Background: an optimization exercise with open tools, aiming at small area. Do not read the settings as production practice. Function was checked by simulation only, so behaviour that the tests miss may differ from the original. No driver is modelled on the clock port, so clocking that relies on it looks cheaper here than on a real chip. Power figures rest on the tool's default switching activity, not on a simulated workload.

## old
==> flow/design.v (excerpt) <==
module MouseTransceiver(
	input 			RESET,
	input 			CLK,
	input 			CLK_MOUSE_IN,		 
	output 			CLK_MOUSE_OUT_EN,	 
	input 			DATA_MOUSE_IN,		 
	output 			DATA_MOUSE_OUT,		 
	output 			DATA_MOUSE_OUT_EN,	 
        output  [3:0] SEG_SELECT_OUT,
        output  [7:0] HEX_OUT,
        output  [1:0] LED_OUT
);
Size: ~570 cells after synthesis, about 130 flip-flops, ~21 I/O pins, ~0.0052 mm^2 of cells after synthesis.
clock: 10.0 ns
lec_check: 0
cap_margin: 20
core_margin: 2
core_utilization: 60
slew_margin: 20
standard.sh (not shown) runs the stock make flow with config.mk's settings and CLKGATE_MAP_FILE= SYNTH_SCRIPT=/design/flow/synth_recipe.tcl, a recipe that flattens the netlist after the stock synthesis.
==> flow/flow/run.sh <==
#!/bin/bash
# The standard layout (standard.sh) with these changes to how it is made:
#  - synthesis is the standard synthesis script, but ABC maps with an
#    area-oriented script (flow/area.abc) and no full/half-adder extraction
#    runs before it; registers are mapped exactly as in the standard synthesis;
#  - the clock tree uses clkbuf cells named in CTS_BUFS, in large clusters,
#    without dummy loads;
#  - port buffers are buf_1 cells.
# Each tool's full output goes to flow.log, next to ORFS's own logs in orfs/.
set -euo pipefail
W=$(pwd)
CTS_BUFS=${CTS_BUFS:-"sky130_fd_sc_hd__clkbuf_8"}
CTS_CLUSTER=${CTS_CLUSTER:-"-sink_clustering_size 40 -sink_clustering_max_diameter 200"}
sed "/synth_preamble.tcl/a set abc_args [lreplace \$abc_args 1 1 $W/flow/area.abc]" \
  "$FLOW_HOME/scripts/synth.tcl" > "$W/orfs_synth.tcl"
sed "s#\$::env(SCRIPTS_DIR)/synth.tcl#$W/orfs_synth.tcl#" "$W/synth_recipe.tcl" > "$W/own_synth.tcl"
bash standard.sh \
  SYNTH_SCRIPT="$W/own_synth.tcl" \
  ADDER_MAP_FILE= \
  "CTS_ARGS=-sink_clustering_enable -repair_clock_nets -buf_list $CTS_BUFS $CTS_CLUSTER -dont_use_dummy_load" \
  "BUFFER_PORTS_ARGS=-buffer_cell sky130_fd_sc_hd__buf_1" \
  finish > flow.log 2>&1
==> flow/flow/area.abc <==
strash
&get -n
&fraig -x
&put
scorr
dc2
strash
&get -n
&dch -f
&nf -R 1000
&put
Here is what was changed in the inputs of new compared with old.
Settings: CORE_UTILIZATION changed from 60 to 40.
==> flow/run.sh (new file) <==
#!/bin/bash
# synth_recipe.tcl (not shown) runs the flow's synth.tcl, then flattens the netlist and writes it again
# the make line also repeats each setting of config.mk as NAME=value (left out here)
make -C /OpenROAD-flow-scripts/flow DESIGN_CONFIG=/design/flow/config.mk WORK_HOME=/design/flow/orfs CLKGATE_MAP_FILE= SYNTH_SCRIPT=/design/flow/synth_recipe.tcl finish
removed: flow/flow/run.sh
removed: flow/flow/area.abc
removed: flow/standard.sh
==> summary.txt <==
Power deteriorates in new relative to old. In the tables for new and old, starting utilization of the core area reads higher with old. In terms of data required time at the worst endpoint, new and old differ only marginally. Going from old to new, the clock power was found to have gone up by 110%. | combinational power share | higher: old |. From old to new the numbers moved as follows: final net count shows an increase of 7.6%, number of buffers and inverters on the critical path shows an increase of 1, final antenna-violating net count shows no meaningful change. The via count in new was higher than what old gave. Run comparison: new beginning of the critical path T.State[0]; old beginning of the critical path T.State[1].

========
Setup of alpha:
Another version of the RTL of MouseTransceiver (not shown whole).
// MouseTransceiver
module MouseTransceiver(
	input 			RESET,
	input 			CLK,
	input 			CLK_MOUSE_IN,		 
	output 			CLK_MOUSE_OUT_EN,	 
	input 			DATA_MOUSE_IN,		 
	output 			DATA_MOUSE_OUT,		 
	output 			DATA_MOUSE_OUT_EN,	 
        output  [3:0] SEG_SELECT_OUT,
        output  [7:0] HEX_OUT,
        output  [1:0] LED_OUT
);
	reg       ClkMouseIn;
	reg       ClkLast;
	reg [2:0] ClkRun;		 
	reg       ClkMouseInDly;
	wire      run_full = &ClkRun;
	always @(posedge CLK) begin
		if (RESET)
			ClkMouseIn <= 1'b0;
		else if (run_full)
			ClkMouseIn <= ClkLast;
	end
	always @(posedge CLK) begin
		if (~RESET) begin
			ClkLast <= CLK_MOUSE_IN;
			if (CLK_MOUSE_IN != ClkLast)
				ClkRun <= 3'd0;
			else if (~run_full)
				ClkRun <= {ClkRun[2] ^ (&ClkRun[1:0]), ClkRun[1] ^ ClkRun[0], ~ClkRun[0]};
		end
	end
	always @(posedge CLK)
		ClkMouseInDly <= ClkMouseIn;
	wire Fall = ClkMouseInDly & ~ClkMouseIn;
	wire [5:0]		MasterState;
	MouseTransmitter T(
					.RESET (RESET),
					.CLK(CLK),
					.STATE(MasterState),
					.CLK_MOUSE_OUT_EN(CLK_MOUSE_OUT_EN),
					.DATA_MOUSE_OUT(DATA_MOUSE_OUT),
					.DATA_MOUSE_OUT_EN(DATA_MOUSE_OUT_EN)
	);
	wire 			ReadEnable;
	wire [7:0] 		ByteRead;
	wire 			ByteError;
	wire 			ByteReady;
	wire 			RxStart, RxShift, ShiftIn;
	wire [2:0] 		BitIndex;
	MouseReceiver R(
					.RESET(RESET),
					.CLK(CLK),
					.FALL(Fall),
					.DATA_MOUSE_IN(DATA_MOUSE_IN),
					.READ_ENABLE(ReadEnable),
					.SHIFT_IN(ShiftIn),
					.START(RxStart),
					.SHIFT(RxShift),
					.BIT_INDEX(BitIndex),
					.BYTE_READ(ByteRead),
					.BYTE_ERROR(ByteError),
					.BYTE_READY(ByteReady)
	);
	wire 			StatusLoad, DxLoad, AddX, AddY, SendInterrupt;
	MouseMasterSM MSM(
					.RESET(RESET),
					.CLK(CLK),
					.FALL(Fall),
					.CLK_MOUSE_IN(ClkMouseIn),
					.DATA_MOUSE_IN(DATA_MOUSE_IN),
					.STATE(MasterState),
					.READ_ENABLE(ReadEnable),
					.BYTE_READ(ByteRead),
					.BYTE_ERROR(ByteError),
  ...
Settings: LEC_CHECK=0, CAP_MARGIN=20, CORE_MARGIN=2, CORE_UTILIZATION=60, SLEW_MARGIN=20; clock period 10.0 ns.
==> flow/flow/run.sh <==
#!/bin/bash
# The standard layout (standard.sh) with these changes to how it is made:
#  - synthesis is the standard synthesis script, except that no full/half
#    adder extraction runs before ABC and ABC maps with an area-oriented script
#    and no delay target. Several such scripts (flow/abc_*.txt) are tried, and
#    the one whose netlist has the least cell area is kept. Registers are
#    mapped exactly as in the standard synthesis: ABC only sees the logic
#    between them;
#  - the clock tree is built from clkbuf_4 cells, without dummy loads, and
#    a leaf buffer driving 11 or more pins becomes a clkbuf_8 (post_cts.tcl);
#  - port buffers are buf_1 cells.
# Each tool's full output goes to flow.log, next to ORFS's own logs in orfs/.
set -euo pipefail
W=$(pwd)
LOG=$W/flow.log
: > "$LOG"
STAT=$W/orfs/reports/sky130hd/MouseTransceiver/base/synth_stat.txt
VARS=(ADDER_MAP_FILE=
  "CTS_ARGS=-sink_clustering_enable -repair_clock_nets -buf_list sky130_fd_sc_hd__clkbuf_4 -sink_clustering_size 30 -sink_clustering_max_diameter 100 -dont_use_dummy_load"
  "BUFFER_PORTS_ARGS=-buffer_cell sky130_fd_sc_hd__buf_1"
  "POST_CTS_TCL=$W/flow/post_cts.tcl")

# ORFS's synth.tcl with the ABC script replaced and its -D delay target dropped,
# and the standard flow's synthesis script sourcing it
make_synth_script() {
  sed "/synth_preamble.tcl/a set abc_args [lreplace \$abc_args 1 1 $1]\nset i [lsearch -exact \$abc_args -D]\nif {\$i >= 0} { set abc_args [lreplace \$abc_args \$i [expr {\$i + 1}]] }" \
    "$FLOW_HOME/scripts/synth.tcl" > "$W/orfs_synth.tcl"
  sed "s#\$::env(SCRIPTS_DIR)/synth.tcl#$W/orfs_synth.tcl#" "$W/synth_recipe.tcl" > "$W/own_synth.tcl"
}

best=""
best_area=""
first=1
for s in "$W"/flow/abc_*.txt; do
  make_synth_script "$s"
  if [[ $first == 1 ]]; then
    bash standard.sh SYNTH_SCRIPT="$W/own_synth.tcl" "${VARS[@]}" synth >> "$LOG" 2>&1
    first=0
  else
    bash standard.sh SYNTH_SCRIPT="$W/own_synth.tcl" "${VARS[@]}" do-yosys >> "$LOG" 2>&1
  fi
  area=$(awk '/Chip area for module/ {print $NF}' "$STAT")
  echo "ABC script $(basename "$s"): cell area $area" >> "$LOG"
  if [[ -z "$best" ]] || awk -v a="$area" -v b="$best_area" 'BEGIN { exit !(a < b) }'; then
    best=$s
    best_area=$area
  fi
done
echo "keeping ABC script $(basename "$best") ($best_area)" >> "$LOG"
make_synth_script "$best"
bash standard.sh SYNTH_SCRIPT="$W/own_synth.tcl" "${VARS[@]}" do-yosys >> "$LOG" 2>&1
bash standard.sh SYNTH_SCRIPT="$W/own_synth.tcl" "${VARS[@]}" finish >> "$LOG" 2>&1
==> flow/flow/abc_x1.txt <==
strash
&get -n
&fraig -x
&put
scorr
dc2
strash
&get -n
&dch -f
&nf -R 1000
&put
==> flow/flow/abc_x2.txt <==
strash
&get -n
&fraig -x
&put
scorr
dc2
strash
&get -n
&dch -f
&nf -R 2000 -a
&put
==> flow/flow/abc_x4.txt <==
strash
&get -n
&fraig -x
&put
scorr
dc2
strash
&get -n
&dch
&nf -R 1000
&put
==> flow/flow/abc_x5.txt <==
strash
&get -n
&fraig -x
&put
scorr
dc2
strash
&get -n
&dch
&nf -R 2000 -a
&put
==> flow/flow/abc_x7.txt <==
strash
&get -n
&fraig -x
&put
scorr
dc2
strash
&get -n
&dch -f -r
&nf -R 1000
&put
==> flow/flow/abc_x8.txt <==
strash
&get -n
&fraig -x
&put
scorr
dc2
strash
&get -n
&dch -f -r
&nf -R 2000 -a
&put
==> flow/flow/post_cts.tcl <==
# After clock tree synthesis: a clkbuf_4 leaf buffer that drives 11 or more
# pins is swapped for a clkbuf_8, so no flip-flop clock pin gets a slow edge;
# the placement is then legalized again.
set upsized 0
foreach inst [get_cells -quiet clkbuf_*] {
  if {[get_property $inst ref_name] ne "sky130_fd_sc_hd__clkbuf_4"} { continue }
  set out [get_pins -of_objects $inst -filter "direction == output"]
  set net [get_nets -of_objects $out]
  set loads [llength [get_pins -of_objects $net -filter "direction == input"]]
  if {$loads >= 11} {
    puts "post_cts: [get_full_name $inst] drives $loads pins, now clkbuf_8"
    replace_cell $inst sky130_fd_sc_hd__clkbuf_8
    incr upsized
  }
}
puts "post_cts: upsized $upsized clock buffers"
if {$upsized > 0} {
  detailed_placement
  check_placement -verbose
  estimate_parasitics -placement
}
Other scripts of this flow, unchanged in this note and not shown: flow/flow/abc_s11.txt, flow/flow/abc_s12.txt, flow/flow/abc_s14.txt, flow/flow/abc_s4.txt, flow/flow/abc_s7.txt, flow/flow/abc_s8.txt
Input changes introduced in beta (baseline for comparison: alpha):
-- flow/flow/run.sh --
<<< alpha, line 9
#  - the clock tree is built from clkbuf_4 cells, without dummy loads, and
#    a leaf buffer driving 11 or more pins becomes a clkbuf_8 (post_cts.tcl);
>>> beta, line 9
#  - the clock tree is built from clkbuf_4 cells, without dummy loads;
<<< alpha, line 19
  "CTS_ARGS=-sink_clustering_enable -repair_clock_nets -buf_list sky130_fd_sc_hd__clkbuf_4 -sink_clustering_size 30 -sink_clustering_max_diameter 100 -dont_use_dummy_load"
  "BUFFER_PORTS_ARGS=-buffer_cell sky130_fd_sc_hd__buf_1"
  "POST_CTS_TCL=$W/flow/post_cts.tcl")
>>> beta, line 18
  "CTS_ARGS=-sink_clustering_enable -repair_clock_nets -buf_list {sky130_fd_sc_hd__clkbuf_4 sky130_fd_sc_hd__clkbuf_8} -sink_clustering_size 30 -sink_clustering_max_diameter 100 -dont_use_dummy_load"
  "BUFFER_PORTS_ARGS=-buffer_cell sky130_fd_sc_hd__buf_1")
removed: flow/flow/abc_x1.txt
removed: flow/flow/abc_x2.txt
removed: flow/flow/abc_x4.txt
removed: flow/flow/abc_x5.txt
removed: flow/flow/abc_x7.txt
removed: flow/flow/abc_x8.txt
removed: flow/flow/post_cts.tcl
## What came out
Of alpha and beta, beta shows the higher final critical delay including setup and external delays, with alpha below it.
Every stage of the flow completed for beta, and the final layout passed the timing, DRC and antenna checks.
In the metrics for alpha and beta, the one carrying the higher share of cell area taken by multi-input logic gates is alpha.
Switching part of the total: beta lower than alpha
The final reports for beta and alpha show utilization after layout higher in the former.
Relative to alpha, the met3 layer wire length in the routed design of beta is lower by 89 µm.
| total congestion overflow | alpha vs beta | ≈ equal |
Smallest setup slack after layout was higher in the run labelled alpha.
Sequential share of layout area ends up higher on alpha.
Cell area after layout: beta worse than alpha
Status: via total after detailed routing parity (beta, alpha)
Here is what was changed in the inputs of gamma compared with beta.
-- flow/flow/run.sh --
<<< beta, line 9
#  - the clock tree is built from clkbuf_4 cells, without dummy loads;
>>> gamma, line 9
#  - the clock tree is built from clkbuf_4 cells, without dummy loads, and
#    a leaf buffer driving 11 or more pins becomes a clkbuf_8 (post_cts.tcl);
<<< beta, line 18
  "CTS_ARGS=-sink_clustering_enable -repair_clock_nets -buf_list {sky130_fd_sc_hd__clkbuf_4 sky130_fd_sc_hd__clkbuf_8} -sink_clustering_size 30 -sink_clustering_max_diameter 100 -dont_use_dummy_load"
  "BUFFER_PORTS_ARGS=-buffer_cell sky130_fd_sc_hd__buf_1")
>>> gamma, line 19
  "CTS_ARGS=-sink_clustering_enable -repair_clock_nets -buf_list sky130_fd_sc_hd__clkbuf_4 -sink_clustering_size 30 -sink_clustering_max_diameter 100 -dont_use_dummy_load"
  "BUFFER_PORTS_ARGS=-buffer_cell sky130_fd_sc_hd__buf_1"
  "POST_CTS_TCL=$W/flow/post_cts.tcl")
==> flow/flow/post_cts.tcl (new file) <==
# After clock tree synthesis: a clkbuf_4 leaf buffer that drives 11 or more
# pins is swapped for a clkbuf_8, so no flip-flop clock pin gets a slow edge;
# the placement is then legalized again.
set upsized 0
foreach inst [get_cells -quiet clkbuf_*] {
  if {[get_property $inst ref_name] ne "sky130_fd_sc_hd__clkbuf_4"} { continue }
  set out [get_pins -of_objects $inst -filter "direction == output"]
  set net [get_nets -of_objects $out]
  set loads [llength [get_pins -of_objects $net -filter "direction == input"]]
  if {$loads >= 11} {
    puts "post_cts: [get_full_name $inst] drives $loads pins, now clkbuf_8"
    replace_cell $inst sky130_fd_sc_hd__clkbuf_8
    incr upsized
  }
}
puts "post_cts: upsized $upsized clock buffers"
if {$upsized > 0} {
  detailed_placement
  check_placement -verbose
  estimate_parasitics -placement
}
-- flow/config.mk --
<<< beta, line 10
export CORE_UTILIZATION = 60
>>> gamma, line 10
export CORE_UTILIZATION = 50
## What came out
Number of flops mapped to enable cells by yosys came out exactly the same in beta and gamma. The met2 layer wire length in the routed design of gamma exceeds that of beta by 21 µm. The via count of the first global-routing pass in gamma sits about 0.5% above the value recorded for beta. Looking at average wire length per cell after detail routing, gamma sits about 0.45% below beta. Routed wire length: gamma > beta.

## re-timing with driven ports
In the flow no input, the clock included, has a driving cell. The finished layouts below were timed again as built, in two steps.
Step 1 sets driving cells, clkbuf_16 on the clock port and buf_2 on the other inputs (assumed; they add their load-dependent delay and slew).
Step 2, shift: input delay + t, output delay - t, t = (earliest + latest rising clock arrival at the registers) / 2. This alone moves slack from input paths to output paths.
a / b / c = no drivers / after step 1 / after step 2; a / b = the first two.
| run | t (ns) | setup slack, ns | worst hold slack (ns) |
|---|---|---|---|
| old | 0.448 | 6.159 / 6.127 / 6.086 | 0.436 / 0.436 / 0.436 |
| new | 0.446 | 5.744 / 5.707 / 5.856 | 0.432 / 0.432 / 0.432 |
| alpha | 0.411 | 6.198 / 6.164 / 6.359 | 0.384 / 0.384 / 0.384 |
| beta | 0.433 | 6.190 / 6.158 / 6.331 | 0.385 / 0.385 / 0.385 |
| gamma | 0.410 | 6.203 / 6.167 / 6.300 | 0.387 / 0.387 / 0.387 |
After both steps setup and hold are still met in every run listed. The setup slack of old, which loses most, moves by -0.032 ns with the drivers and by -0.073 ns with both steps.
